This is an optimization exercise on Yosys and OpenROAD, whose aim is small area, a short achievable clock period and few clock cycles per item, not a production implementation.
Only simulation tests tie the RTL to the original design; equivalence was not proved.

<file path="design/flow/design.v">
module geofence (clk, reset, X, Y, R, valid, is_inside);
input clk;
input reset;
input [9:0] X;
input [9:0] Y;
input [10:0] R;
output reg valid;
output reg is_inside;
reg [5:0] n;                        
wire [5:0] n_n = (n == 6'd38) ? 6'd0 : n + 6'd1;
reg [2:0] g;                        
wire [2:0] g_n = (n == 6'd38 || g == 3'd5) ? 3'd0 : g + 3'd1;
reg inph;
reg [30:0] ring [0:5];              
reg [9:0] X0, Y0;
integer k;
always @(posedge clk) begin
    for (k = 0; k < 5; k = k + 1) ring[k] <= ring[k+1];
    ring[5] <= inph ? {X, Y, R} : ring[0];
    if (n == 6'd0) begin X0 <= X; Y0 <= Y; end
end
function [2:0] posof;               
    input [2:0] j;
    input [2:0] gg;
    reg [3:0] d;
    begin
        d = {1'b0, j} + 4'd6 - {1'b0, gg};
        posof = (d >= 4'd6) ? d[2:0] - 3'd6 : d[2:0];
    end
endfunction
reg [2:0] rk1, rk2, rk3, rk4, rk5;
wire [2:0] rf1, rf2, rf3, rf4, rf5;    
function [2:0] lsel;                
    input [2:0] r;
    begin
        lsel = (rf1 == r) ? 3'd1 : (rf2 == r) ? 3'd2 : (rf3 == r) ? 3'd3 :
               (rf4 == r) ? 3'd4 : 3'd5;
    end
endfunction
reg [5:0] selA, selB;               
reg [30:0] pA, pB;
integer kk;
always @(*) begin
    pA = 31'd0; pB = 31'd0;
    for (kk = 0; kk < 6; kk = kk + 1) begin
        pA = pA | (ring[kk] & {31{selA[kk]}});
        pB = pB | (ring[kk] & {31{selB[kk]}});
    end
end
wire [9:0]  ax = pA[30:21], ay = pA[20:11];
wire [10:0] ar = pA[10:0];
wire [9:0]  bx = pB[30:21], by = pB[20:11];
wire [10:0] br = pB[10:0];
reg sload, smul, scmp, aph, sph, eph, uvl, aqsh, aacc, tsel, fin, radsum, radodd;
reg [2:0] asel;                     
function [5:0] pairof;
    input [5:0] nn;
    case (nn)
        6'd3:  pairof = {3'd1, 3'd2};
        6'd4:  pairof = {3'd1, 3'd3};
        6'd5:  pairof = {3'd2, 3'd3};
        6'd6:  pairof = {3'd1, 3'd4};
        6'd7:  pairof = {3'd2, 3'd4};
        6'd8:  pairof = {3'd3, 3'd4};
        6'd9:  pairof = {3'd1, 3'd5};
        6'd10: pairof = {3'd2, 3'd5};
        6'd11: pairof = {3'd3, 3'd5};
        default: pairof = {3'd4, 3'd5};
    endcase
endfunction
function [2:0] qsel;
    input [2:0] m;
    case (m)
        3'd1: qsel = lsel(3'd0);
        3'd2: qsel = lsel(3'd1);
        3'd3: qsel = lsel(3'd2);
        3'd4: qsel = lsel(3'd3);
        3'd5: qsel = lsel(3'd4);
        default: qsel = 3'd0;
    endcase
endfunction
wire [5:0] cn = n_n - 6'd15;        
reg  [2:0] kA_n;                    
reg  [2:0] jA_n, jB_n;
always @(*) begin
    kA_n = (cn <= 6'd5) ? cn[2:0] : cn[3:1] - 3'd3;
    if (n_n >= 6'd3 && n_n <= 6'd12) begin
        {jA_n, jB_n} = pairof(n_n);
    end else begin
        jA_n = qsel(kA_n);
        jB_n = qsel(kA_n + 3'd1);
    end
end
wire cph_n = (n_n >= 6'd15);
always @(posedge clk or posedge reset) begin
    if (reset) begin
        n <= 6'd0; g <= 3'd0; inph <= 1'b1; valid <= 1'b0;
    end else begin
        n <= n_n; g <= g_n;
        inph <= (n_n <= 6'd5);
        valid <= fin;
    end
end
always @(posedge clk) begin
    selA   <= 6'd1 << posof(jA_n, g_n);
    selB   <= 6'd1 << posof(jB_n, g_n);
    sload  <= (n_n >= 6'd3) && (n_n <= 6'd12);
    smul   <= (n_n >= 6'd4) && (n_n <= 6'd13);
    scmp   <= smul;
    aph    <= cph_n && (cn <= 6'd5);
    sph    <= cph_n && (cn >= 6'd6) && (cn <= 6'd16) && !cn[0];
    eph    <= cph_n && (cn >= 6'd7) && (cn <= 6'd17) && cn[0];
    uvl    <= cph_n && (cn >= 6'd11) && (cn <= 6'd21) && cn[0];
    aqsh   <= cph_n && (cn >= 6'd5) && (cn <= 6'd10);
    aacc   <= cph_n && (cn >= 6'd8) && (cn <= 6'd18) && !cn[0];
    tsel   <= cph_n && (cn >= 6'd12) && (cn <= 6'd22) && !cn[0];
    fin    <= cph_n && (cn == 6'd22);
    radsum <= (cn <= 6'd7);
    radodd <= cn[0];
    asel   <= (cn == 6'd6 || cn == 6'd16) ? 3'b001 : (cn == 6'd8 || cn == 6'd14) ? 3'b010 : 3'b100;
end
reg  [10:0] oa1, ob1, ob2;
reg  [11:0] oa2;
reg  [21:0] m1r;
reg  [21:0] A, T;
reg  [21:0] m2r;
wire [21:0] m1, m2;
mul_s11x11a u_m1 (.a(oa1), .b(ob1), .c(tsel ? T : 22'd0), .p(m1));    
mul_s12x11 u_m2 (.a(oa2), .b(ob2), .p(m2));
wire signed [21:0] sm1r = m1r, sm2r = m2r;
wire bef = sm1r > sm2r;             
always @(posedge clk) begin
    if (n <= 6'd3) begin
        rk1 <= 3'd0; rk2 <= 3'd0; rk3 <= 3'd0; rk4 <= 3'd0; rk5 <= 3'd0;
    end else begin
        rk1 <= rf1; rk2 <= rf2; rk3 <= rf3; rk4 <= rf4; rk5 <= rf5;
    end
end
wire [5:0] dij = pairof(n - 6'd2);  
wire [2:0] win = bef ? dij[2:0] : dij[5:3];     
assign rf1 = rk1 + {2'd0, scmp && win == 3'd1};
assign rf2 = rk2 + {2'd0, scmp && win == 3'd2};
assign rf3 = rk3 + {2'd0, scmp && win == 3'd3};
assign rf4 = rk4 + {2'd0, scmp && win == 3'd4};
assign rf5 = rk5 + {2'd0, scmp && win == 3'd5};
wire [19:0] rad = radsum ? (m1r[19:0] + m2r[19:0]) : (radodd ? m2r[19:0] : m1r[19:0]);
function [22:0] nrstep;    
    input [12:0] r;
    input [9:0]  q;
    input [1:0]  b;
    input [3:0]  j;
    reg [12:0] rn, m;
    begin
        if (!r[12]) rn = {r[10:0], b} - {1'b0, q, 2'b01};
        else        rn = {r[10:0], b} + {1'b0, q, 2'b11};
        m = 13'h1fff << (j + 1);
        rn = rn[j+1] ? (rn | m) : (rn & ~m);
        nrstep = {rn, q[8:0], !rn[12]};
    end
endfunction
reg [5:0]  q1r; reg [3:0] q1q; reg [11:0] q1rad;
reg [8:0]  q2r; reg [6:0] q2q; reg [5:0]  q2rad;
reg [9:0]  qout;
reg [22:0] s1, s2, s3;
always @(*) begin
    s1 = 23'd0;
    s1 = nrstep(s1[22:10], s1[9:0], rad[19:18], 4'd1);
    s1 = nrstep(s1[22:10], s1[9:0], rad[17:16], 4'd2);
    s1 = nrstep(s1[22:10], s1[9:0], rad[15:14], 4'd3);
    s1 = nrstep(s1[22:10], s1[9:0], rad[13:12], 4'd4);
    s2 = {{7{q1r[5]}}, q1r, 6'd0, q1q};
    s2 = nrstep(s2[22:10], s2[9:0], q1rad[11:10], 4'd5);
    s2 = nrstep(s2[22:10], s2[9:0], q1rad[9:8], 4'd6);
    s2 = nrstep(s2[22:10], s2[9:0], q1rad[7:6], 4'd7);
    s3 = {{4{q2r[8]}}, q2r, 3'd0, q2q};
    s3 = nrstep(s3[22:10], s3[9:0], q2rad[5:4], 4'd8);
    s3 = nrstep(s3[22:10], s3[9:0], q2rad[3:2], 4'd9);
    s3 = nrstep(s3[22:10], s3[9:0], q2rad[1:0], 4'd10);
end
always @(posedge clk) begin
    q1r <= s1[15:10]; q1q <= s1[3:0]; q1rad <= rad[11:0];
    q2r <= s2[18:10]; q2q <= s2[6:0]; q2rad <= q1rad[5:0];
    qout <= s3[9:0];
end
reg [9:0]  aq0, aq1, aq2;           
reg [10:0] e2r, e3r;
wire [9:0]  acur = asel[0] ? aq0 : asel[1] ? aq1 : aq2;
wire [12:0] ssum = {3'd0, acur} + {2'd0, ar} + {2'd0, br};
wire [9:0]  Sn = ssum[10:1];
wire [12:0] d1 = {2'd0, ar} + {2'd0, br} - {3'd0, acur};
wire [12:0] d2 = {3'd0, acur} + {2'd0, br} - {2'd0, ar};
wire [12:0] d3 = {3'd0, acur} + {2'd0, ar} + {2'd0, br[10], 10'd0} - {3'd0, br[9:0]};
wire [10:0] e1n = {d1[11] ^ ssum[11], d1[10:1]};
wire [10:0] e2n = {d2[11] ^ ssum[11], d2[10:1]};
wire [10:0] e3n = {d3[11] ^ ssum[11], d3[10:1]};
wire [10:0] dx = {1'b0, ax} - {1'b0, bx};
wire [10:0] dy = {1'b0, ay} - {1'b0, by};
always @(posedge clk) begin
    if (sload) begin
        oa1 <= {1'b0, ax} - {1'b0, X0};
        ob1 <= {1'b0, by} - {1'b0, Y0};
        oa2 <= {1'b0, ay} - {1'b0, Y0};
        ob2 <= {1'b0, bx} - {1'b0, X0};
    end
    if (aph) begin
        oa1 <= dx; ob1 <= dx; oa2 <= {dy[10], dy}; ob2 <= dy;
    end
    if (sph) begin
        oa1 <= {1'b0, Sn}; ob1 <= e1n;
        oa2 <= {2'b00, ax} + {2'b00, bx}; ob2 <= {1'b0, by} - {1'b0, ay};
        e2r <= e2n;
        e3r <= e3n;
    end
    if (eph) begin
        oa2 <= {e2r[10], e2r}; ob2 <= e3r;
    end
    if (uvl) begin
        oa1 <= {1'b0, qout}; ob1 <= {1'b0, s3[9:0]};
    end
    m1r <= m1[21:0];
    m2r <= m2[21:0];
    if (aqsh) begin aq0 <= qout; aq1 <= aq0; aq2 <= aq1; end
    if (n <= 6'd14) begin A <= 22'd0; T <= 22'd0; end
    else begin
        if (aacc) A <= A + m2r;
        if (tsel) T <= m1;
    end
    if (fin) is_inside <= ({1'b0, A[21:1]} >= m1);
end
endmodule
module mul_s11x11a (a, b, c, p);
input [10:0] a;
input [10:0] b;
input [21:0] c;
output [21:0] p;
wire w1, w2, w3, w4, w5, w6, w7, w8, w9, w10, w11, w12, w13, w14, w15, w16;
wire w17, w18, w19, w20, w21, w22, w23, w24, w25, w26, w27, w28, w29, w30, w31, w32;
wire w33, w34, w35, w36, w37, w38, w39, w40, w41, w42, w43, w44, w45, w46, w47, w48;
wire w49, w50, w51, w52, w53, w54, w55, w56, w57, w58, w59, w60, w61, w62, w63, w64;
wire w65, w66, w67, w68, w69, w70, w71, w72, w73, w74, w75, w76, w77, w78, w79, w80;
wire w81, w82, w83, w84, w85, w86, w87, w88, w89, w90, w91, w92, w93, w94, w95, w96;
wire w97, w98, w99, w100, w101, w102, w103, w104, w105, w106, w107, w108, w109, w110, w111, w112;
wire w113, w114, w115, w116, w117, w118, w119, w120, w121, w122, w123, w124, w125, w126, w127, w128;
wire w129, w130, w131, w132, w133, w134, w135, w136, w137, w138, w139, w140, w141, w142, w143, w144;
wire w145, w146, w147, w148, w149, w150, w151, w152, w153, w154, w155, w156, w157, w158, w159, w160;
wire w161, w162, w163, w164, w165, w166, w167, w168, w169, w170, w171, w172, w173, w174, w175, w176;
wire w177, w178, w179, w180, w181, w182, w183, w184, w185, w186, w187, w188, w189, w190, w191, w192;
wire w193, w194, w195, w196, w197, w198, w199, w200, w201, w202, w203, w204, w205, w206, w207, w208;
wire w209, w210, w211, w212, w213, w214, w215, w216, w217, w218, w219, w220, w221, w222;
assign w1 = (a[0] & b[8]) ^ (a[1] & b[7]);
assign w2 = (a[0] & b[8]) & (a[1] & b[7]);
assign w3 = (a[0] & b[9]) ^ (a[1] & b[8]) ^ (a[2] & b[7]);
assign w4 = ((a[0] & b[9]) & (a[1] & b[8])) | ((a[0] & b[9]) & (a[2] & b[7])) | ((a[1] & b[8]) & (a[2] & b[7]));
assign w5 = (a[3] & b[6]) ^ (a[4] & b[5]);
assign w6 = (a[3] & b[6]) & (a[4] & b[5]);
assign w7 = ~(a[0] & b[10]) ^ (a[1] & b[9]) ^ (a[2] & b[8]);
assign w8 = (~(a[0] & b[10]) & (a[1] & b[9])) | (~(a[0] & b[10]) & (a[2] & b[8])) | ((a[1] & b[9]) & (a[2] & b[8]));
assign w9 = (a[3] & b[7]) ^ (a[4] & b[6]) ^ (a[5] & b[5]);
assign w10 = ((a[3] & b[7]) & (a[4] & b[6])) | ((a[3] & b[7]) & (a[5] & b[5])) | ((a[4] & b[6]) & (a[5] & b[5]));
assign w11 = (a[6] & b[4]) ^ (a[7] & b[3]);
assign w12 = (a[6] & b[4]) & (a[7] & b[3]);
assign w13 = ~(a[1] & b[10]) ^ (a[2] & b[9]) ^ (a[3] & b[8]);
assign w14 = (~(a[1] & b[10]) & (a[2] & b[9])) | (~(a[1] & b[10]) & (a[3] & b[8])) | ((a[2] & b[9]) & (a[3] & b[8]));
assign w15 = (a[4] & b[7]) ^ (a[5] & b[6]) ^ (a[6] & b[5]);
assign w16 = ((a[4] & b[7]) & (a[5] & b[6])) | ((a[4] & b[7]) & (a[6] & b[5])) | ((a[5] & b[6]) & (a[6] & b[5]));
assign w17 = (a[7] & b[4]) ^ (a[8] & b[3]) ^ (a[9] & b[2]);
assign w18 = ((a[7] & b[4]) & (a[8] & b[3])) | ((a[7] & b[4]) & (a[9] & b[2])) | ((a[8] & b[3]) & (a[9] & b[2]));
assign w19 = ~(a[2] & b[10]) ^ (a[3] & b[9]) ^ (a[4] & b[8]);
assign w20 = (~(a[2] & b[10]) & (a[3] & b[9])) | (~(a[2] & b[10]) & (a[4] & b[8])) | ((a[3] & b[9]) & (a[4] & b[8]));
assign w21 = (a[5] & b[7]) ^ (a[6] & b[6]) ^ (a[7] & b[5]);
assign w22 = ((a[5] & b[7]) & (a[6] & b[6])) | ((a[5] & b[7]) & (a[7] & b[5])) | ((a[6] & b[6]) & (a[7] & b[5]));
assign w23 = ~(a[3] & b[10]) ^ (a[4] & b[9]) ^ (a[5] & b[8]);
assign w24 = (~(a[3] & b[10]) & (a[4] & b[9])) | (~(a[3] & b[10]) & (a[5] & b[8])) | ((a[4] & b[9]) & (a[5] & b[8]));
assign w25 = (a[0] & b[5]) ^ (a[1] & b[4]);
assign w26 = (a[0] & b[5]) & (a[1] & b[4]);
assign w27 = (a[0] & b[6]) ^ (a[1] & b[5]) ^ (a[2] & b[4]);
assign w28 = ((a[0] & b[6]) & (a[1] & b[5])) | ((a[0] & b[6]) & (a[2] & b[4])) | ((a[1] & b[5]) & (a[2] & b[4]));
assign w29 = (a[3] & b[3]) ^ (a[4] & b[2]);
assign w30 = (a[3] & b[3]) & (a[4] & b[2]);
assign w31 = (a[0] & b[7]) ^ (a[1] & b[6]) ^ (a[2] & b[5]);
assign w32 = ((a[0] & b[7]) & (a[1] & b[6])) | ((a[0] & b[7]) & (a[2] & b[5])) | ((a[1] & b[6]) & (a[2] & b[5]));
assign w33 = (a[3] & b[4]) ^ (a[4] & b[3]) ^ (a[5] & b[2]);
assign w34 = ((a[3] & b[4]) & (a[4] & b[3])) | ((a[3] & b[4]) & (a[5] & b[2])) | ((a[4] & b[3]) & (a[5] & b[2]));
assign w35 = (a[6] & b[1]) ^ (a[7] & b[0]);
assign w36 = (a[6] & b[1]) & (a[7] & b[0]);
assign w37 = (a[2] & b[6]) ^ (a[3] & b[5]) ^ (a[4] & b[4]);
assign w38 = ((a[2] & b[6]) & (a[3] & b[5])) | ((a[2] & b[6]) & (a[4] & b[4])) | ((a[3] & b[5]) & (a[4] & b[4]));
assign w39 = (a[5] & b[3]) ^ (a[6] & b[2]) ^ (a[7] & b[1]);
assign w40 = ((a[5] & b[3]) & (a[6] & b[2])) | ((a[5] & b[3]) & (a[7] & b[1])) | ((a[6] & b[2]) & (a[7] & b[1]));
assign w41 = (a[8] & b[0]) ^ c[8] ^ w1;
assign w42 = ((a[8] & b[0]) & c[8]) | ((a[8] & b[0]) & w1) | (c[8] & w1);
assign w43 = (a[5] & b[4]) ^ (a[6] & b[3]) ^ (a[7] & b[2]);
assign w44 = ((a[5] & b[4]) & (a[6] & b[3])) | ((a[5] & b[4]) & (a[7] & b[2])) | ((a[6] & b[3]) & (a[7] & b[2]));
assign w45 = (a[8] & b[1]) ^ (a[9] & b[0]) ^ c[9];
assign w46 = ((a[8] & b[1]) & (a[9] & b[0])) | ((a[8] & b[1]) & c[9]) | ((a[9] & b[0]) & c[9]);
assign w47 = w2 ^ w3 ^ w5;
assign w48 = (w2 & w3) | (w2 & w5) | (w3 & w5);
assign w49 = (a[8] & b[2]) ^ (a[9] & b[1]) ^ ~(a[10] & b[0]);
assign w50 = ((a[8] & b[2]) & (a[9] & b[1])) | ((a[8] & b[2]) & ~(a[10] & b[0])) | ((a[9] & b[1]) & ~(a[10] & b[0]));
assign w51 = c[10] ^ w4 ^ w6;
assign w52 = (c[10] & w4) | (c[10] & w6) | (w4 & w6);
assign w53 = w7 ^ w9 ^ w11;
assign w54 = (w7 & w9) | (w7 & w11) | (w9 & w11);
assign w55 = ~(a[10] & b[1]) ^ 1'b1 ^ c[11];
assign w56 = (~(a[10] & b[1]) & 1'b1) | (~(a[10] & b[1]) & c[11]) | (1'b1 & c[11]);
assign w57 = w8 ^ w10 ^ w12;
assign w58 = (w8 & w10) | (w8 & w12) | (w10 & w12);
assign w59 = w13 ^ w15 ^ w17;
assign w60 = (w13 & w15) | (w13 & w17) | (w15 & w17);
assign w61 = (a[8] & b[4]) ^ (a[9] & b[3]) ^ ~(a[10] & b[2]);
assign w62 = ((a[8] & b[4]) & (a[9] & b[3])) | ((a[8] & b[4]) & ~(a[10] & b[2])) | ((a[9] & b[3]) & ~(a[10] & b[2]));
assign w63 = c[12] ^ w14 ^ w16;
assign w64 = (c[12] & w14) | (c[12] & w16) | (w14 & w16);
assign w65 = w18 ^ w19 ^ w21;
assign w66 = (w18 & w19) | (w18 & w21) | (w19 & w21);
assign w67 = (a[6] & b[7]) ^ (a[7] & b[6]) ^ (a[8] & b[5]);
assign w68 = ((a[6] & b[7]) & (a[7] & b[6])) | ((a[6] & b[7]) & (a[8] & b[5])) | ((a[7] & b[6]) & (a[8] & b[5]));
assign w69 = (a[9] & b[4]) ^ ~(a[10] & b[3]) ^ c[13];
assign w70 = ((a[9] & b[4]) & ~(a[10] & b[3])) | ((a[9] & b[4]) & c[13]) | (~(a[10] & b[3]) & c[13]);
assign w71 = w20 ^ w22 ^ w23;
assign w72 = (w20 & w22) | (w20 & w23) | (w22 & w23);
assign w73 = ~(a[4] & b[10]) ^ (a[5] & b[9]) ^ (a[6] & b[8]);
assign w74 = (~(a[4] & b[10]) & (a[5] & b[9])) | (~(a[4] & b[10]) & (a[6] & b[8])) | ((a[5] & b[9]) & (a[6] & b[8]));
assign w75 = (a[7] & b[7]) ^ (a[8] & b[6]) ^ (a[9] & b[5]);
assign w76 = ((a[7] & b[7]) & (a[8] & b[6])) | ((a[7] & b[7]) & (a[9] & b[5])) | ((a[8] & b[6]) & (a[9] & b[5]));
assign w77 = ~(a[10] & b[4]) ^ c[14] ^ w24;
assign w78 = (~(a[10] & b[4]) & c[14]) | (~(a[10] & b[4]) & w24) | (c[14] & w24);
assign w79 = ~(a[5] & b[10]) ^ (a[6] & b[9]) ^ (a[7] & b[8]);
assign w80 = (~(a[5] & b[10]) & (a[6] & b[9])) | (~(a[5] & b[10]) & (a[7] & b[8])) | ((a[6] & b[9]) & (a[7] & b[8]));
assign w81 = (a[8] & b[7]) ^ (a[9] & b[6]) ^ ~(a[10] & b[5]);
assign w82 = ((a[8] & b[7]) & (a[9] & b[6])) | ((a[8] & b[7]) & ~(a[10] & b[5])) | ((a[9] & b[6]) & ~(a[10] & b[5]));
assign w83 = ~(a[6] & b[10]) ^ (a[7] & b[9]) ^ (a[8] & b[8]);
assign w84 = (~(a[6] & b[10]) & (a[7] & b[9])) | (~(a[6] & b[10]) & (a[8] & b[8])) | ((a[7] & b[9]) & (a[8] & b[8]));
assign w85 = (a[0] & b[3]) ^ (a[1] & b[2]);
assign w86 = (a[0] & b[3]) & (a[1] & b[2]);
assign w87 = (a[0] & b[4]) ^ (a[1] & b[3]) ^ (a[2] & b[2]);
assign w88 = ((a[0] & b[4]) & (a[1] & b[3])) | ((a[0] & b[4]) & (a[2] & b[2])) | ((a[1] & b[3]) & (a[2] & b[2]));
assign w89 = (a[3] & b[1]) ^ (a[4] & b[0]);
assign w90 = (a[3] & b[1]) & (a[4] & b[0]);
assign w91 = (a[2] & b[3]) ^ (a[3] & b[2]) ^ (a[4] & b[1]);
assign w92 = ((a[2] & b[3]) & (a[3] & b[2])) | ((a[2] & b[3]) & (a[4] & b[1])) | ((a[3] & b[2]) & (a[4] & b[1]));
assign w93 = (a[5] & b[0]) ^ c[5] ^ w25;
assign w94 = ((a[5] & b[0]) & c[5]) | ((a[5] & b[0]) & w25) | (c[5] & w25);
assign w95 = (a[5] & b[1]) ^ (a[6] & b[0]) ^ c[6];
assign w96 = ((a[5] & b[1]) & (a[6] & b[0])) | ((a[5] & b[1]) & c[6]) | ((a[6] & b[0]) & c[6]);
assign w97 = w26 ^ w27 ^ w29;
assign w98 = (w26 & w27) | (w26 & w29) | (w27 & w29);
assign w99 = c[7] ^ w28 ^ w30;
assign w100 = (c[7] & w28) | (c[7] & w30) | (w28 & w30);
assign w101 = w31 ^ w33 ^ w35;
assign w102 = (w31 & w33) | (w31 & w35) | (w33 & w35);
assign w103 = w32 ^ w34 ^ w36;
assign w104 = (w32 & w34) | (w32 & w36) | (w34 & w36);
assign w105 = w37 ^ w39 ^ w41;
assign w106 = (w37 & w39) | (w37 & w41) | (w39 & w41);
assign w107 = w38 ^ w40 ^ w42;
assign w108 = (w38 & w40) | (w38 & w42) | (w40 & w42);
assign w109 = w43 ^ w45 ^ w47;
assign w110 = (w43 & w45) | (w43 & w47) | (w45 & w47);
assign w111 = w44 ^ w46 ^ w48;
assign w112 = (w44 & w46) | (w44 & w48) | (w46 & w48);
assign w113 = w49 ^ w51 ^ w53;
assign w114 = (w49 & w51) | (w49 & w53) | (w51 & w53);
assign w115 = w50 ^ w52 ^ w54;
assign w116 = (w50 & w52) | (w50 & w54) | (w52 & w54);
assign w117 = w55 ^ w57 ^ w59;
assign w118 = (w55 & w57) | (w55 & w59) | (w57 & w59);
assign w119 = w56 ^ w58 ^ w60;
assign w120 = (w56 & w58) | (w56 & w60) | (w58 & w60);
assign w121 = w61 ^ w63 ^ w65;
assign w122 = (w61 & w63) | (w61 & w65) | (w63 & w65);
assign w123 = w62 ^ w64 ^ w66;
assign w124 = (w62 & w64) | (w62 & w66) | (w64 & w66);
assign w125 = w67 ^ w69 ^ w71;
assign w126 = (w67 & w69) | (w67 & w71) | (w69 & w71);
assign w127 = w68 ^ w70 ^ w72;
assign w128 = (w68 & w70) | (w68 & w72) | (w70 & w72);
assign w129 = w73 ^ w75 ^ w77;
assign w130 = (w73 & w75) | (w73 & w77) | (w75 & w77);
assign w131 = c[15] ^ w74 ^ w76;
assign w132 = (c[15] & w74) | (c[15] & w76) | (w74 & w76);
assign w133 = w78 ^ w79 ^ w81;
assign w134 = (w78 & w79) | (w78 & w81) | (w79 & w81);
assign w135 = (a[9] & b[7]) ^ ~(a[10] & b[6]) ^ c[16];
assign w136 = ((a[9] & b[7]) & ~(a[10] & b[6])) | ((a[9] & b[7]) & c[16]) | (~(a[10] & b[6]) & c[16]);
assign w137 = w80 ^ w82 ^ w83;
assign w138 = (w80 & w82) | (w80 & w83) | (w82 & w83);
assign w139 = ~(a[7] & b[10]) ^ (a[8] & b[9]) ^ (a[9] & b[8]);
assign w140 = (~(a[7] & b[10]) & (a[8] & b[9])) | (~(a[7] & b[10]) & (a[9] & b[8])) | ((a[8] & b[9]) & (a[9] & b[8]));
assign w141 = ~(a[10] & b[7]) ^ c[17] ^ w84;
assign w142 = (~(a[10] & b[7]) & c[17]) | (~(a[10] & b[7]) & w84) | (c[17] & w84);
assign w143 = ~(a[8] & b[10]) ^ (a[9] & b[9]) ^ ~(a[10] & b[8]);
assign w144 = (~(a[8] & b[10]) & (a[9] & b[9])) | (~(a[8] & b[10]) & ~(a[10] & b[8])) | ((a[9] & b[9]) & ~(a[10] & b[8]));
assign w145 = (a[0] & b[2]) ^ (a[1] & b[1]);
assign w146 = (a[0] & b[2]) & (a[1] & b[1]);
assign w147 = (a[2] & b[1]) ^ (a[3] & b[0]) ^ c[3];
assign w148 = ((a[2] & b[1]) & (a[3] & b[0])) | ((a[2] & b[1]) & c[3]) | ((a[3] & b[0]) & c[3]);
assign w149 = c[4] ^ w86 ^ w87;
assign w150 = (c[4] & w86) | (c[4] & w87) | (w86 & w87);
assign w151 = w88 ^ w90 ^ w91;
assign w152 = (w88 & w90) | (w88 & w91) | (w90 & w91);
assign w153 = w92 ^ w94 ^ w95;
assign w154 = (w92 & w94) | (w92 & w95) | (w94 & w95);
assign w155 = w96 ^ w98 ^ w99;
assign w156 = (w96 & w98) | (w96 & w99) | (w98 & w99);
assign w157 = w100 ^ w102 ^ w103;
assign w158 = (w100 & w102) | (w100 & w103) | (w102 & w103);
assign w159 = w104 ^ w106 ^ w107;
assign w160 = (w104 & w106) | (w104 & w107) | (w106 & w107);
assign w161 = w108 ^ w110 ^ w111;
assign w162 = (w108 & w110) | (w108 & w111) | (w110 & w111);
assign w163 = w112 ^ w114 ^ w115;
assign w164 = (w112 & w114) | (w112 & w115) | (w114 & w115);
assign w165 = w116 ^ w118 ^ w119;
assign w166 = (w116 & w118) | (w116 & w119) | (w118 & w119);
assign w167 = w120 ^ w122 ^ w123;
assign w168 = (w120 & w122) | (w120 & w123) | (w122 & w123);
assign w169 = w124 ^ w126 ^ w127;
assign w170 = (w124 & w126) | (w124 & w127) | (w126 & w127);
assign w171 = w128 ^ w130 ^ w131;
assign w172 = (w128 & w130) | (w128 & w131) | (w130 & w131);
assign w173 = w132 ^ w134 ^ w135;
assign w174 = (w132 & w134) | (w132 & w135) | (w134 & w135);
assign w175 = w136 ^ w138 ^ w139;
assign w176 = (w136 & w138) | (w136 & w139) | (w138 & w139);
assign w177 = c[18] ^ w140 ^ w142;
assign w178 = (c[18] & w140) | (c[18] & w142) | (w140 & w142);
assign w179 = ~(a[9] & b[10]) ^ ~(a[10] & b[9]) ^ c[19];
assign w180 = (~(a[9] & b[10]) & ~(a[10] & b[9])) | (~(a[9] & b[10]) & c[19]) | (~(a[10] & b[9]) & c[19]);
assign w181 = (a[0] & b[1]) ^ (a[1] & b[0]);
assign w182 = (a[0] & b[1]) & (a[1] & b[0]);
assign w183 = (a[2] & b[0]) ^ c[2] ^ w145;
assign w184 = ((a[2] & b[0]) & c[2]) | ((a[2] & b[0]) & w145) | (c[2] & w145);
assign w185 = w85 ^ w146 ^ w147;
assign w186 = (w85 & w146) | (w85 & w147) | (w146 & w147);
assign w187 = w89 ^ w148 ^ w149;
assign w188 = (w89 & w148) | (w89 & w149) | (w148 & w149);
assign w189 = w93 ^ w150 ^ w151;
assign w190 = (w93 & w150) | (w93 & w151) | (w150 & w151);
assign w191 = w97 ^ w152 ^ w153;
assign w192 = (w97 & w152) | (w97 & w153) | (w152 & w153);
assign w193 = w101 ^ w154 ^ w155;
assign w194 = (w101 & w154) | (w101 & w155) | (w154 & w155);
assign w195 = w105 ^ w156 ^ w157;
assign w196 = (w105 & w156) | (w105 & w157) | (w156 & w157);
assign w197 = w109 ^ w158 ^ w159;
assign w198 = (w109 & w158) | (w109 & w159) | (w158 & w159);
assign w199 = w113 ^ w160 ^ w161;
assign w200 = (w113 & w160) | (w113 & w161) | (w160 & w161);
assign w201 = w117 ^ w162 ^ w163;
assign w202 = (w117 & w162) | (w117 & w163) | (w162 & w163);
assign w203 = w121 ^ w164 ^ w165;
assign w204 = (w121 & w164) | (w121 & w165) | (w164 & w165);
assign w205 = w125 ^ w166 ^ w167;
assign w206 = (w125 & w166) | (w125 & w167) | (w166 & w167);
assign w207 = w129 ^ w168 ^ w169;
assign w208 = (w129 & w168) | (w129 & w169) | (w168 & w169);
assign w209 = w133 ^ w170 ^ w171;
assign w210 = (w133 & w170) | (w133 & w171) | (w170 & w171);
assign w211 = w137 ^ w172 ^ w173;
assign w212 = (w137 & w172) | (w137 & w173) | (w172 & w173);
assign w213 = w141 ^ w174 ^ w175;
assign w214 = (w141 & w174) | (w141 & w175) | (w174 & w175);
assign w215 = w143 ^ w176 ^ w177;
assign w216 = (w143 & w176) | (w143 & w177) | (w176 & w177);
assign w217 = w144 ^ w178 ^ w179;
assign w218 = (w144 & w178) | (w144 & w179) | (w178 & w179);
assign w219 = (a[10] & b[10]) ^ c[20] ^ w180;
assign w220 = ((a[10] & b[10]) & c[20]) | ((a[10] & b[10]) & w180) | (c[20] & w180);
assign w221 = 1'b1 ^ c[21];
assign w222 = 1'b1 & c[21];
wire [21:0] r0 = {w220, w218, w216, w214, w212, w210, w208, w206, w204, w202, w200, w198, w196, w194, w192, w190, w188, w186, w184, w182, c[1], (a[0] & b[0])};
wire [21:0] r1 = {w221, w219, w217, w215, w213, w211, w209, w207, w205, w203, w201, w199, w197, w195, w193, w191, w189, w187, w185, w183, w181, c[0]};
assign p = r0 + r1;
endmodule
module mul_s12x11 (a, b, p);
input [11:0] a;
input [10:0] b;
output [21:0] p;
wire w1, w2, w3, w4, w5, w6, w7, w8, w9, w10, w11, w12, w13, w14, w15, w16;
wire w17, w18, w19, w20, w21, w22, w23, w24, w25, w26, w27, w28, w29, w30, w31, w32;
wire w33, w34, w35, w36, w37, w38, w39, w40, w41, w42, w43, w44, w45, w46, w47, w48;
wire w49, w50, w51, w52, w53, w54, w55, w56, w57, w58, w59, w60, w61, w62, w63, w64;
wire w65, w66, w67, w68, w69, w70, w71, w72, w73, w74, w75, w76, w77, w78, w79, w80;
wire w81, w82, w83, w84, w85, w86, w87, w88, w89, w90, w91, w92, w93, w94, w95, w96;
wire w97, w98, w99, w100, w101, w102, w103, w104, w105, w106, w107, w108, w109, w110, w111, w112;
wire w113, w114, w115, w116, w117, w118, w119, w120, w121, w122, w123, w124, w125, w126, w127, w128;
wire w129, w130, w131, w132, w133, w134, w135, w136, w137, w138, w139, w140, w141, w142, w143, w144;
wire w145, w146, w147, w148, w149, w150, w151, w152, w153, w154, w155, w156, w157, w158, w159, w160;
wire w161, w162, w163, w164, w165, w166, w167, w168, w169, w170, w171, w172, w173, w174, w175, w176;
wire w177, w178, w179, w180, w181, w182, w183, w184, w185, w186, w187, w188, w189, w190, w191, w192;
wire w193, w194, w195, w196, w197, w198, w199, w200;
assign w1 = (a[0] & b[9]) ^ (a[1] & b[8]);
assign w2 = (a[0] & b[9]) & (a[1] & b[8]);
assign w3 = ~(a[0] & b[10]) ^ (a[1] & b[9]) ^ (a[2] & b[8]);
assign w4 = (~(a[0] & b[10]) & (a[1] & b[9])) | (~(a[0] & b[10]) & (a[2] & b[8])) | ((a[1] & b[9]) & (a[2] & b[8]));
assign w5 = (a[3] & b[7]) ^ (a[4] & b[6]) ^ (a[5] & b[5]);
assign w6 = ((a[3] & b[7]) & (a[4] & b[6])) | ((a[3] & b[7]) & (a[5] & b[5])) | ((a[4] & b[6]) & (a[5] & b[5]));
assign w7 = ~(a[1] & b[10]) ^ (a[2] & b[9]) ^ (a[3] & b[8]);
assign w8 = (~(a[1] & b[10]) & (a[2] & b[9])) | (~(a[1] & b[10]) & (a[3] & b[8])) | ((a[2] & b[9]) & (a[3] & b[8]));
assign w9 = (a[4] & b[7]) ^ (a[5] & b[6]) ^ (a[6] & b[5]);
assign w10 = ((a[4] & b[7]) & (a[5] & b[6])) | ((a[4] & b[7]) & (a[6] & b[5])) | ((a[5] & b[6]) & (a[6] & b[5]));
assign w11 = (a[7] & b[4]) ^ (a[8] & b[3]);
assign w12 = (a[7] & b[4]) & (a[8] & b[3]);
assign w13 = ~(a[2] & b[10]) ^ (a[3] & b[9]) ^ (a[4] & b[8]);
assign w14 = (~(a[2] & b[10]) & (a[3] & b[9])) | (~(a[2] & b[10]) & (a[4] & b[8])) | ((a[3] & b[9]) & (a[4] & b[8]));
assign w15 = (a[5] & b[7]) ^ (a[6] & b[6]) ^ (a[7] & b[5]);
assign w16 = ((a[5] & b[7]) & (a[6] & b[6])) | ((a[5] & b[7]) & (a[7] & b[5])) | ((a[6] & b[6]) & (a[7] & b[5]));
assign w17 = ~(a[3] & b[10]) ^ (a[4] & b[9]) ^ (a[5] & b[8]);
assign w18 = (~(a[3] & b[10]) & (a[4] & b[9])) | (~(a[3] & b[10]) & (a[5] & b[8])) | ((a[4] & b[9]) & (a[5] & b[8]));
assign w19 = (a[0] & b[6]) ^ (a[1] & b[5]);
assign w20 = (a[0] & b[6]) & (a[1] & b[5]);
assign w21 = (a[0] & b[7]) ^ (a[1] & b[6]) ^ (a[2] & b[5]);
assign w22 = ((a[0] & b[7]) & (a[1] & b[6])) | ((a[0] & b[7]) & (a[2] & b[5])) | ((a[1] & b[6]) & (a[2] & b[5]));
assign w23 = (a[3] & b[4]) ^ (a[4] & b[3]);
assign w24 = (a[3] & b[4]) & (a[4] & b[3]);
assign w25 = (a[0] & b[8]) ^ (a[1] & b[7]) ^ (a[2] & b[6]);
assign w26 = ((a[0] & b[8]) & (a[1] & b[7])) | ((a[0] & b[8]) & (a[2] & b[6])) | ((a[1] & b[7]) & (a[2] & b[6]));
assign w27 = (a[3] & b[5]) ^ (a[4] & b[4]) ^ (a[5] & b[3]);
assign w28 = ((a[3] & b[5]) & (a[4] & b[4])) | ((a[3] & b[5]) & (a[5] & b[3])) | ((a[4] & b[4]) & (a[5] & b[3]));
assign w29 = (a[6] & b[2]) ^ (a[7] & b[1]);
assign w30 = (a[6] & b[2]) & (a[7] & b[1]);
assign w31 = (a[2] & b[7]) ^ (a[3] & b[6]) ^ (a[4] & b[5]);
assign w32 = ((a[2] & b[7]) & (a[3] & b[6])) | ((a[2] & b[7]) & (a[4] & b[5])) | ((a[3] & b[6]) & (a[4] & b[5]));
assign w33 = (a[5] & b[4]) ^ (a[6] & b[3]) ^ (a[7] & b[2]);
assign w34 = ((a[5] & b[4]) & (a[6] & b[3])) | ((a[5] & b[4]) & (a[7] & b[2])) | ((a[6] & b[3]) & (a[7] & b[2]));
assign w35 = (a[8] & b[1]) ^ (a[9] & b[0]) ^ w1;
assign w36 = ((a[8] & b[1]) & (a[9] & b[0])) | ((a[8] & b[1]) & w1) | ((a[9] & b[0]) & w1);
assign w37 = (a[6] & b[4]) ^ (a[7] & b[3]) ^ (a[8] & b[2]);
assign w38 = ((a[6] & b[4]) & (a[7] & b[3])) | ((a[6] & b[4]) & (a[8] & b[2])) | ((a[7] & b[3]) & (a[8] & b[2]));
assign w39 = (a[9] & b[1]) ^ (a[10] & b[0]) ^ 1'b1;
assign w40 = ((a[9] & b[1]) & (a[10] & b[0])) | ((a[9] & b[1]) & 1'b1) | ((a[10] & b[0]) & 1'b1);
assign w41 = w2 ^ w3 ^ w5;
assign w42 = (w2 & w3) | (w2 & w5) | (w3 & w5);
assign w43 = (a[9] & b[2]) ^ (a[10] & b[1]) ^ ~(a[11] & b[0]);
assign w44 = ((a[9] & b[2]) & (a[10] & b[1])) | ((a[9] & b[2]) & ~(a[11] & b[0])) | ((a[10] & b[1]) & ~(a[11] & b[0]));
assign w45 = 1'b1 ^ w4 ^ w6;
assign w46 = (1'b1 & w4) | (1'b1 & w6) | (w4 & w6);
assign w47 = w7 ^ w9 ^ w11;
assign w48 = (w7 & w9) | (w7 & w11) | (w9 & w11);
assign w49 = (a[8] & b[4]) ^ (a[9] & b[3]) ^ (a[10] & b[2]);
assign w50 = ((a[8] & b[4]) & (a[9] & b[3])) | ((a[8] & b[4]) & (a[10] & b[2])) | ((a[9] & b[3]) & (a[10] & b[2]));
assign w51 = ~(a[11] & b[1]) ^ w8 ^ w10;
assign w52 = (~(a[11] & b[1]) & w8) | (~(a[11] & b[1]) & w10) | (w8 & w10);
assign w53 = w12 ^ w13 ^ w15;
assign w54 = (w12 & w13) | (w12 & w15) | (w13 & w15);
assign w55 = (a[6] & b[7]) ^ (a[7] & b[6]) ^ (a[8] & b[5]);
assign w56 = ((a[6] & b[7]) & (a[7] & b[6])) | ((a[6] & b[7]) & (a[8] & b[5])) | ((a[7] & b[6]) & (a[8] & b[5]));
assign w57 = (a[9] & b[4]) ^ (a[10] & b[3]) ^ ~(a[11] & b[2]);
assign w58 = ((a[9] & b[4]) & (a[10] & b[3])) | ((a[9] & b[4]) & ~(a[11] & b[2])) | ((a[10] & b[3]) & ~(a[11] & b[2]));
assign w59 = w14 ^ w16 ^ w17;
assign w60 = (w14 & w16) | (w14 & w17) | (w16 & w17);
assign w61 = ~(a[4] & b[10]) ^ (a[5] & b[9]) ^ (a[6] & b[8]);
assign w62 = (~(a[4] & b[10]) & (a[5] & b[9])) | (~(a[4] & b[10]) & (a[6] & b[8])) | ((a[5] & b[9]) & (a[6] & b[8]));
assign w63 = (a[7] & b[7]) ^ (a[8] & b[6]) ^ (a[9] & b[5]);
assign w64 = ((a[7] & b[7]) & (a[8] & b[6])) | ((a[7] & b[7]) & (a[9] & b[5])) | ((a[8] & b[6]) & (a[9] & b[5]));
assign w65 = (a[10] & b[4]) ^ ~(a[11] & b[3]) ^ w18;
assign w66 = ((a[10] & b[4]) & ~(a[11] & b[3])) | ((a[10] & b[4]) & w18) | (~(a[11] & b[3]) & w18);
assign w67 = ~(a[5] & b[10]) ^ (a[6] & b[9]) ^ (a[7] & b[8]);
assign w68 = (~(a[5] & b[10]) & (a[6] & b[9])) | (~(a[5] & b[10]) & (a[7] & b[8])) | ((a[6] & b[9]) & (a[7] & b[8]));
assign w69 = (a[8] & b[7]) ^ (a[9] & b[6]) ^ (a[10] & b[5]);
assign w70 = ((a[8] & b[7]) & (a[9] & b[6])) | ((a[8] & b[7]) & (a[10] & b[5])) | ((a[9] & b[6]) & (a[10] & b[5]));
assign w71 = ~(a[6] & b[10]) ^ (a[7] & b[9]) ^ (a[8] & b[8]);
assign w72 = (~(a[6] & b[10]) & (a[7] & b[9])) | (~(a[6] & b[10]) & (a[8] & b[8])) | ((a[7] & b[9]) & (a[8] & b[8]));
assign w73 = (a[0] & b[4]) ^ (a[1] & b[3]);
assign w74 = (a[0] & b[4]) & (a[1] & b[3]);
assign w75 = (a[0] & b[5]) ^ (a[1] & b[4]) ^ (a[2] & b[3]);
assign w76 = ((a[0] & b[5]) & (a[1] & b[4])) | ((a[0] & b[5]) & (a[2] & b[3])) | ((a[1] & b[4]) & (a[2] & b[3]));
assign w77 = (a[3] & b[2]) ^ (a[4] & b[1]);
assign w78 = (a[3] & b[2]) & (a[4] & b[1]);
assign w79 = (a[2] & b[4]) ^ (a[3] & b[3]) ^ (a[4] & b[2]);
assign w80 = ((a[2] & b[4]) & (a[3] & b[3])) | ((a[2] & b[4]) & (a[4] & b[2])) | ((a[3] & b[3]) & (a[4] & b[2]));
assign w81 = (a[5] & b[1]) ^ (a[6] & b[0]) ^ w19;
assign w82 = ((a[5] & b[1]) & (a[6] & b[0])) | ((a[5] & b[1]) & w19) | ((a[6] & b[0]) & w19);
assign w83 = (a[5] & b[2]) ^ (a[6] & b[1]) ^ (a[7] & b[0]);
assign w84 = ((a[5] & b[2]) & (a[6] & b[1])) | ((a[5] & b[2]) & (a[7] & b[0])) | ((a[6] & b[1]) & (a[7] & b[0]));
assign w85 = w20 ^ w21 ^ w23;
assign w86 = (w20 & w21) | (w20 & w23) | (w21 & w23);
assign w87 = (a[8] & b[0]) ^ w22 ^ w24;
assign w88 = ((a[8] & b[0]) & w22) | ((a[8] & b[0]) & w24) | (w22 & w24);
assign w89 = w25 ^ w27 ^ w29;
assign w90 = (w25 & w27) | (w25 & w29) | (w27 & w29);
assign w91 = w26 ^ w28 ^ w30;
assign w92 = (w26 & w28) | (w26 & w30) | (w28 & w30);
assign w93 = w31 ^ w33 ^ w35;
assign w94 = (w31 & w33) | (w31 & w35) | (w33 & w35);
assign w95 = w32 ^ w34 ^ w36;
assign w96 = (w32 & w34) | (w32 & w36) | (w34 & w36);
assign w97 = w37 ^ w39 ^ w41;
assign w98 = (w37 & w39) | (w37 & w41) | (w39 & w41);
assign w99 = w38 ^ w40 ^ w42;
assign w100 = (w38 & w40) | (w38 & w42) | (w40 & w42);
assign w101 = w43 ^ w45 ^ w47;
assign w102 = (w43 & w45) | (w43 & w47) | (w45 & w47);
assign w103 = w44 ^ w46 ^ w48;
assign w104 = (w44 & w46) | (w44 & w48) | (w46 & w48);
assign w105 = w49 ^ w51 ^ w53;
assign w106 = (w49 & w51) | (w49 & w53) | (w51 & w53);
assign w107 = w50 ^ w52 ^ w54;
assign w108 = (w50 & w52) | (w50 & w54) | (w52 & w54);
assign w109 = w55 ^ w57 ^ w59;
assign w110 = (w55 & w57) | (w55 & w59) | (w57 & w59);
assign w111 = w56 ^ w58 ^ w60;
assign w112 = (w56 & w58) | (w56 & w60) | (w58 & w60);
assign w113 = w61 ^ w63 ^ w65;
assign w114 = (w61 & w63) | (w61 & w65) | (w63 & w65);
assign w115 = ~(a[11] & b[4]) ^ w62 ^ w64;
assign w116 = (~(a[11] & b[4]) & w62) | (~(a[11] & b[4]) & w64) | (w62 & w64);
assign w117 = w66 ^ w67 ^ w69;
assign w118 = (w66 & w67) | (w66 & w69) | (w67 & w69);
assign w119 = (a[9] & b[7]) ^ (a[10] & b[6]) ^ ~(a[11] & b[5]);
assign w120 = ((a[9] & b[7]) & (a[10] & b[6])) | ((a[9] & b[7]) & ~(a[11] & b[5])) | ((a[10] & b[6]) & ~(a[11] & b[5]));
assign w121 = w68 ^ w70 ^ w71;
assign w122 = (w68 & w70) | (w68 & w71) | (w70 & w71);
assign w123 = ~(a[7] & b[10]) ^ (a[8] & b[9]) ^ (a[9] & b[8]);
assign w124 = (~(a[7] & b[10]) & (a[8] & b[9])) | (~(a[7] & b[10]) & (a[9] & b[8])) | ((a[8] & b[9]) & (a[9] & b[8]));
assign w125 = (a[10] & b[7]) ^ ~(a[11] & b[6]) ^ w72;
assign w126 = ((a[10] & b[7]) & ~(a[11] & b[6])) | ((a[10] & b[7]) & w72) | (~(a[11] & b[6]) & w72);
assign w127 = ~(a[8] & b[10]) ^ (a[9] & b[9]) ^ (a[10] & b[8]);
assign w128 = (~(a[8] & b[10]) & (a[9] & b[9])) | (~(a[8] & b[10]) & (a[10] & b[8])) | ((a[9] & b[9]) & (a[10] & b[8]));
assign w129 = (a[0] & b[3]) ^ (a[1] & b[2]);
assign w130 = (a[0] & b[3]) & (a[1] & b[2]);
assign w131 = (a[2] & b[2]) ^ (a[3] & b[1]) ^ (a[4] & b[0]);
assign w132 = ((a[2] & b[2]) & (a[3] & b[1])) | ((a[2] & b[2]) & (a[4] & b[0])) | ((a[3] & b[1]) & (a[4] & b[0]));
assign w133 = (a[5] & b[0]) ^ w74 ^ w75;
assign w134 = ((a[5] & b[0]) & w74) | ((a[5] & b[0]) & w75) | (w74 & w75);
assign w135 = w76 ^ w78 ^ w79;
assign w136 = (w76 & w78) | (w76 & w79) | (w78 & w79);
assign w137 = w80 ^ w82 ^ w83;
assign w138 = (w80 & w82) | (w80 & w83) | (w82 & w83);
assign w139 = w84 ^ w86 ^ w87;
assign w140 = (w84 & w86) | (w84 & w87) | (w86 & w87);
assign w141 = w88 ^ w90 ^ w91;
assign w142 = (w88 & w90) | (w88 & w91) | (w90 & w91);
assign w143 = w92 ^ w94 ^ w95;
assign w144 = (w92 & w94) | (w92 & w95) | (w94 & w95);
assign w145 = w96 ^ w98 ^ w99;
assign w146 = (w96 & w98) | (w96 & w99) | (w98 & w99);
assign w147 = w100 ^ w102 ^ w103;
assign w148 = (w100 & w102) | (w100 & w103) | (w102 & w103);
assign w149 = w104 ^ w106 ^ w107;
assign w150 = (w104 & w106) | (w104 & w107) | (w106 & w107);
assign w151 = w108 ^ w110 ^ w111;
assign w152 = (w108 & w110) | (w108 & w111) | (w110 & w111);
assign w153 = w112 ^ w114 ^ w115;
assign w154 = (w112 & w114) | (w112 & w115) | (w114 & w115);
assign w155 = w116 ^ w118 ^ w119;
assign w156 = (w116 & w118) | (w116 & w119) | (w118 & w119);
assign w157 = w120 ^ w122 ^ w123;
assign w158 = (w120 & w122) | (w120 & w123) | (w122 & w123);
assign w159 = ~(a[11] & b[7]) ^ w124 ^ w126;
assign w160 = (~(a[11] & b[7]) & w124) | (~(a[11] & b[7]) & w126) | (w124 & w126);
assign w161 = ~(a[9] & b[10]) ^ (a[10] & b[9]) ^ ~(a[11] & b[8]);
assign w162 = (~(a[9] & b[10]) & (a[10] & b[9])) | (~(a[9] & b[10]) & ~(a[11] & b[8])) | ((a[10] & b[9]) & ~(a[11] & b[8]));
assign w163 = (a[0] & b[2]) ^ (a[1] & b[1]);
assign w164 = (a[0] & b[2]) & (a[1] & b[1]);
assign w165 = (a[2] & b[1]) ^ (a[3] & b[0]) ^ w129;
assign w166 = ((a[2] & b[1]) & (a[3] & b[0])) | ((a[2] & b[1]) & w129) | ((a[3] & b[0]) & w129);
assign w167 = w73 ^ w130 ^ w131;
assign w168 = (w73 & w130) | (w73 & w131) | (w130 & w131);
assign w169 = w77 ^ w132 ^ w133;
assign w170 = (w77 & w132) | (w77 & w133) | (w132 & w133);
assign w171 = w81 ^ w134 ^ w135;
assign w172 = (w81 & w134) | (w81 & w135) | (w134 & w135);
assign w173 = w85 ^ w136 ^ w137;
assign w174 = (w85 & w136) | (w85 & w137) | (w136 & w137);
assign w175 = w89 ^ w138 ^ w139;
assign w176 = (w89 & w138) | (w89 & w139) | (w138 & w139);
assign w177 = w93 ^ w140 ^ w141;
assign w178 = (w93 & w140) | (w93 & w141) | (w140 & w141);
assign w179 = w97 ^ w142 ^ w143;
assign w180 = (w97 & w142) | (w97 & w143) | (w142 & w143);
assign w181 = w101 ^ w144 ^ w145;
assign w182 = (w101 & w144) | (w101 & w145) | (w144 & w145);
assign w183 = w105 ^ w146 ^ w147;
assign w184 = (w105 & w146) | (w105 & w147) | (w146 & w147);
assign w185 = w109 ^ w148 ^ w149;
assign w186 = (w109 & w148) | (w109 & w149) | (w148 & w149);
assign w187 = w113 ^ w150 ^ w151;
assign w188 = (w113 & w150) | (w113 & w151) | (w150 & w151);
assign w189 = w117 ^ w152 ^ w153;
assign w190 = (w117 & w152) | (w117 & w153) | (w152 & w153);
assign w191 = w121 ^ w154 ^ w155;
assign w192 = (w121 & w154) | (w121 & w155) | (w154 & w155);
assign w193 = w125 ^ w156 ^ w157;
assign w194 = (w125 & w156) | (w125 & w157) | (w156 & w157);
assign w195 = w127 ^ w158 ^ w159;
assign w196 = (w127 & w158) | (w127 & w159) | (w158 & w159);
assign w197 = w128 ^ w160 ^ w161;
assign w198 = (w128 & w160) | (w128 & w161) | (w160 & w161);
assign w199 = ~(a[10] & b[10]) ^ ~(a[11] & b[9]) ^ w162;
assign w200 = (~(a[10] & b[10]) & ~(a[11] & b[9])) | (~(a[10] & b[10]) & w162) | (~(a[11] & b[9]) & w162);
wire [21:0] r0 = {(a[11] & b[10]), w198, w196, w194, w192, w190, w188, w186, w184, w182, w180, w178, w176, w174, w172, w170, w168, w166, w164, (a[2] & b[0]), (a[0] & b[1]), (a[0] & b[0])};
wire [21:0] r1 = {w200, w199, w197, w195, w193, w191, w189, w187, w185, w183, w181, w179, w177, w175, w173, w171, w169, w167, w165, w163, (a[1] & b[0]), 1'b0};
assign p = r0 + r1;
endmodule
</file>
<file path="design/flow/flow/run.sh">
#!/bin/bash
# Standard ORFS layout; the only change is the cell used to buffer the ports
# (a plain buf_2 instead of the delay buffer buffer_ports picks by default).
set -euo pipefail
export BUFFER_PORTS_ARGS="-buffer_cell sky130_fd_sc_hd__buf_2"
bash standard.sh > standard.log 2>&1
</file>
<file path="design/flow/standard.sh">
#!/bin/bash
# synth_recipe.tcl (not shown) runs the flow's synth.tcl, then flattens the netlist and writes it again
# the make line also repeats each setting of config.mk as NAME=value (left out here)
make -C /OpenROAD-flow-scripts/flow DESIGN_CONFIG=/design/flow/config.mk WORK_HOME=/design/flow/orfs CLKGATE_MAP_FILE= SYNTH_SCRIPT=/design/flow/synth_recipe.tcl "${@:-finish}"
</file>
<file path="design/flow/config.mk">
export PLATFORM = sky130hd
export DESIGN_NAME = geofence
export DESIGN_NICKNAME = geofence
export VERILOG_FILES = /design/flow/design.v
export SDC_FILE = /design/flow/constraint.sdc
export NUM_CORES = 4
export LEC_CHECK = 0
export ABC_AREA = 1
export CAP_MARGIN = 20
export CORE_MARGIN = 2
export CORE_UTILIZATION = 40
export SLEW_MARGIN = 20
</file>
<file path="design/flow/constraint.sdc">
create_clock -name core_clock -period 25.0 [get_ports {clk}]
set_input_delay 5.0000 -clock core_clock [delete_from_list [all_inputs] [get_ports {clk}]]
set_output_delay 5.0000 -clock core_clock [all_outputs]
set_load 0.01 [all_outputs]
</file>
==> reports/metrics.csv, run 1 <==
metric,value,unit
cpMaxStageDelayCell,dfxtp_1,
synthArstFlopShare,0.0222,
hold_path_depth,0,
fill_cells,9762,
synth-edff-count,116,
fmax,160,MHz
crit_arrival,6620,ps
hold_start,q1rad[3]$_DFF_P_,
clk_path_buf_depth,3,
end_kind,flop,
synth-simple-area-share,0.190,
synth_ff_type,dfxtp_1,
synth_fa_ha_area_frac,0.237,
yosysTopAreaCell,dfxtp_1,
start_util,0.402,
finalSetupTns,0,ps
cts_root_buffer,clkbuf_16,
cts_buffers,56,
synthXorXnorAreaFrac,0.0458,
synth_compound_area_frac,0.124,
fin_skew,45.5,ps
r2r_start,ob1[10]$_SDFFE_PP0P_,
ys_ff_latch,496,
multiInputGateArea,23100,um^2
critical_path_buf_inv_count,4,
synthMuxAreaShare,0,
yosys_warnings,2,
ctsHoldBuffers,0,
clk_pin_slew,60,ps
io_pins,35,
seqCellArea,11100,um^2
hold_class,reg2reg,
grtUsageTotal,0.219,
die-height,315,um
cts_setup_buffers,0,
reg2reg_depth,24,
period_share,0.250,
firstDrtPassIters,6,
vias,32000,
drt_drc_violations_left,0,
h-tree-depth,2,
yosysMostFrequentCell,nand2_1,
ys_types,65,
synth.avg_cell_area,7.63,um^2
synth_top_area_frac,0.191,
first_iter_violations,2491,
yosys-top-cells-count,"nand2_1, inv_1, ha_1",
start_kind,flop,
die_w,315,um
cts_tree,yes,
crit_fanout,12,
dieArea,99300,um^2
synthToLayoutAreaGrowth,8.57,%
maxSlewViolCount,0,
final_layout_size_suffix_gt1_frac,0.0459,
syn_inst,5075,
rrSetupSlack,18750,ps
overflow,0,
cpLargestDelayFamily,adder cells,
core_area,96300,um^2
synthTopCellsByArea,"dfxtp_1, ha_1, fa_1, nand2_1, inv_1",
via_per_inst,5.02,
port_buffers,34,
rsz0062_at_grt,no,
path_cells,nand2_1 -> fa_1 -> inv_1 -> fa_1 -> inv_1 -> fa_1 -> fa_1 -> fa_1 -> ha_1 -> nand2_1 -> nor4_1 -> nand4_1 -> nand3_1 -> inv_1 -> or2_2 -> nand2_1 -> inv_1 -> ha_1 -> a21oi_1 -> o21ai_0 -> o211ai_1 -> nand2_1 -> nand2_1 -> a21oi_1,
status,no timing/DRC/antenna violations,
wl_per_cell,17.1,um
grt_max_degree,63,
netlist_area,38700,um^2
period_minus_slack,6250,ps
finalSetupViolations,0,
antenna_found_initial,1,
globalplace.congestion,0.945,
synth_top_family_by_area,adder cells,
wl,109000,um
cts.repair.resized,0,
maxCapViolCount,0,
clk_latency,670,ps
critical_path_class,reg2reg,
rows,114,
synth_nets,5708,
timing.slew.headroom,0.316,
crit_path_start,ob1[10]$_SDFFE_PP0P_,
tightest_slew,1020,ps
hold_viol_final,0,
cpPeakStageDelay,690,ps
postRouteAntennaNets,0,
critPathRequiredTime,25370,ps
grt_pass1_wl,172000,um
dp_hpwl,84900,um
grt_pass1_vias,31100,
cts_sinks,496,
synth.yosys.seq_area_share,0.288,
fin_nets,5680,
cp_num_cells,24,
-- cell families after synthesis --
group                    count (synthesis)
AO/OA/AOI/OAI                          842
XOR/XNOR                               199
adder cells (fa/ha/maj)                600
buffers and inverters                 1184
flip-flops                             496
AND/OR/NAND/NOR                       1754
-- final timing paths --
| path | endpoint |
|---|---|
| setup reg to reg | is_inside$_DFFE_PP_ |
| setup / recovery | is_inside$_DFFE_PP_ |
| hold / removal | q2rad[3]$_DFF_P_ |
| max in group asynchronous | inph$_DFF_PP1_ |
| hold reg to reg | q2rad[3]$_DFF_P_ |
| min in group asynchronous | n[1]$_DFF_PP0_ |
-- flip-flops by register name (all words and copies together) (netlist names), 7 cells and up --
| register | count |
|---|---|
| oa1 | 11 |
| Y0 | 10 |
| A | 22 |
| aq1 | 10 |
| ob1 | 11 |
| ring | 186 |
| aq0 | 10 |
| m2r | 22 |
| e2r | 11 |
| q1rad | 12 |
| qout | 10 |
| e3r | 11 |
| oa2 | 12 |
| X0 | 10 |
| q2q | 7 |
| ob2 | 11 |
| q2r | 9 |
| T | 22 |
| m1r | 22 |
| aq2 | 10 |
-- metrics by stage --
stage	util	instances	area (um^2)	hold slack (ps)	setup WS [ps]
floorplan	-	5075	38700	310	19410
global placement	0.417	6265	40100	311	18880
detailed placement	0.417	6265	40100	319	18810
CTS	0.437	6370	42000	318	18730
global route	0.437	6370	42000	323	18130
finish	0.437	6371	42000	319	18750
-- cells in the final DEF, fill, tap and decap left out, types with 116 or more instances in the layout --
cell,n
ha_1,375
nand2_1,1104
nor2_1,271
nand3_1,180
xor2_1,126
inv_1,1026
a21oi_1,311
edfxtp_1,116
o21ai_0,273
fa_1,225
dfxtp_1,367
-- metal layers --
metal	global-route usage	part of all wire	up-vias
met5	0	0	-
met4	0.0713	0.032	0
met3	0.0243	0.052	167
met2	0.346	0.44	886
met1	0.310	0.47	14900
li1	-	-	16000
-- cell type report --
type,count,share of cell area
well taps,1276,0.0380
flip-flops and latches,496,0.265
inverters,1040,0.0929
diodes,1,0.0000595
clock inverters,31,0.00866
repair buffers,58,0.00833
multi-input cells,3395,0.550
clock buffers,74,0.0369
Testbench counts, summed over its fixed seeds: cycles 62,400, items 1,600.
==> inputs of run 2 (changes only) <==
==> design/flow/run.sh (new file) <==
#!/bin/bash
# synth_recipe.tcl (not shown) runs the flow's synth.tcl, then flattens the netlist and writes it again
# the make line also repeats each setting of config.mk as NAME=value (left out here)
make -C /OpenROAD-flow-scripts/flow DESIGN_CONFIG=/design/flow/config.mk WORK_HOME=/design/flow/orfs CLKGATE_MAP_FILE= SYNTH_SCRIPT=/design/flow/synth_recipe.tcl finish
removed: design/flow/flow/run.sh
removed: design/flow/standard.sh
==> run 2 against run 1 <==
Compared with the run above: still clean; worst hold slack improved by 8.5 ps; global-route usage up 0.076 points; design area rose by 0.31%; register-to-register slack worse by 100 ps; largest cell class unchanged; highest routed layer unchanged.
==> reports/metrics.csv, run 2 <==
metric,value,unit
status,no timing/DRC/antenna violations,
synth_nets,5708,
largest_register_ffs,186,
antenna_found_initial,0,
synth_top_family_by_area,adder cells,
fill_cells,9843,
hold_viol_final,0,
cts.repair.resized,0,
synthArstFlopShare,0.0222,
synth_ff_type,dfxtp_1,
placed_area,40300,um^2
critical_path_buf_inv_count,1,
cts_buffers,55,
start_util,0.402,
die-height,315,um
wl,108000,um
path_cells,clkdlybuf4s50_1,
rsz0062_at_grt,no,
ctsHoldBuffers,0,
final_cell_area,42200,um^2
period_share,0.260,
synthMuxAreaShare,0,
wl_per_cell,17.0,um
syn_inst,5075,
cpPeakStageDelay,540,ps
largest_register,ring,
vias,31900,
period_minus_slack,6500,ps
overflow,0,
synth-simple-area-share,0.190,
place_ws,18700,ps
synthXorXnorAreaFrac,0.0458,
final_layout_size_suffix_gt1_frac,0.0401,
fmax,154,MHz
ys_ff_latch,496,
yosysMostFrequentCell,nand2_1,
grt_pass1_wl,172000,um
ys_types,65,
timing.slew.headroom,0.248,
globalplace.congestion,0.937,
finalSetupTns,0,ps
fin_ws,18500,ps
die_w,315,um
maxCapViolCount,0,
netlist_area,38700,um^2
synth.avg_cell_area,7.63,um^2
crit_fanout,1,
grt_max_degree,63,
synth_compound_area_frac,0.124,
cts_sinks,496,
cts_root_buffer,clkbuf_16,
end_kind,output pin,
clk_path_buf_depth,3,
postRouteAntennaNets,0,
final_cell_mix,"nand2_1, inv_1, ha_1",
critPathRequiredTime,20000,ps
clk_pin_slew,60,ps
via_per_inst,5.01,
grt_pass1_vias,31100,
hold_class,reg2reg,
port_buffers,34,
synthTopCellsByArea,"dfxtp_1, ha_1, fa_1, nand2_1, inv_1",
cts_tree,yes,
finalSetupViolations,0,
io_pins,35,
yosysTopAreaCell,dfxtp_1,
first_iter_violations,2676,
cpMaxStageDelayCell,clkdlybuf4s50_1,
fin_nets,5678,
rows,114,
synth_top_area_frac,0.191,
final_common_cell,nand2_1,
clk_latency,660,ps
synth.yosys.seq_area_share,0.288,
tightest_slew,1130,ps
core_area,96300,um^2
dieArea,99300,um^2
critical_path_class,reg2out,
synthToLayoutAreaGrowth,8.90,%
synth_fa_ha_area_frac,0.237,
cpLargestDelayFamily,buffers and inverters,
yosys-top-cells-count,"nand2_1, inv_1, ha_1",
grtUsageTotal,0.219,
crit_arrival,1500,ps
cts_setup_buffers,0,
drt_drc_violations_left,0,
fin_skew,64.7,ps
firstDrtPassIters,6,
h-tree-depth,2,
yosys_warnings,2,
dp_hpwl,84900,um
maxSlewViolCount,0,
start_kind,flop,
synth-edff-count,116,
-- run 2: cell counts after synthesis --
No cell type changed its count.
-- run 2: layout make-up --
cell class / instances / area, um^2 / area share
repair buffers: 57 / 513 / 0.0122
flip-flops and latches: 496 / 11100 / 0.264
clock buffers: 81 / 1640 / 0.0389
diodes: 1 / 2.50 / 0.0000593
inverters: 1040 / 3910 / 0.0926
well taps: 1276 / 1600 / 0.0379
clock inverters: 22 / 240 / 0.00570
multi-input cells: 3395 / 23100 / 0.548
-- run 2: worst paths after layout --
| kind | start | end | slack, ps | cells past startpoint |
|---|---|---|---|---|
| setup / recovery | is_inside$_DFFE_PP_ | is_inside | 18500 | 1 |
| hold reg to reg | q1rad[5]$_DFF_P_ | q2rad[5]$_DFF_P_ | 330 | 0 |
| setup reg to reg | tsel$_DFF_P_ | is_inside$_DFFE_PP_ | 18650 | 29 |
| hold / removal | q1rad[5]$_DFF_P_ | q2rad[5]$_DFF_P_ | 330 | 0 |
| max in group asynchronous | reset | valid$_DFF_PP0_ | 19880 | 2 |
| min in group asynchronous | reset | n[1]$_DFF_PP0_ | 4720 | 2 |
-- run 2: kinds of logic after synthesis --
| logic type | after synthesis |
|---|---|
| buf+inv | 1184 |
| simple gates | 1754 |
| compound gates | 842 |
| flops | 496 |
| xor+xnor | 199 |
| fa+ha+maj | 600 |
-- run 2: metal layers --
layer	routed length, um	share of wire	global-route usage
met1	50900	0.47	0.310
met4	3540	0.033	0.0689
met5	0	0	0
met3	5980	0.055	0.0276
met2	48000	0.44	0.348
-- run 2: through the flow --
stage / utilization / instances / hold slack, ps
finish: 0.438 / 6368 / 327
floorplan: - / 5075 / 310
detailed placement: 0.418 / 6264 / 312
global placement: 0.418 / 6264 / 311
global route: 0.438 / 6367 / 333
CTS: 0.438 / 6367 / 330

==> port drivers added, routing unchanged <==
In the flow no input, the clock included, has a driving cell. The finished layouts below were timed again as built, in two steps. Step 1, drivers: a clkbuf_16 drives clk and a buf_2 each remaining input, both assumed. Step 2 adds t to the input delays and takes it off the output delays; t is the mean of the earliest and latest rising clock arrival at the registers after step 1. Input paths then give back, and output paths get back, about the clock's delay inside the block. Three values: ideal ports, drivers, drivers and shift; two values: the first two.
run	t (ns)	slack for setup (ns)	worst register clock-pin slew, ns
run 1	0.713	18.753 / 18.753 / 18.753	0.07 / 0.07
run 2	0.701	18.502 / 18.431 / 18.649	0.07 / 0.07
After both steps every run listed still meets setup and hold.
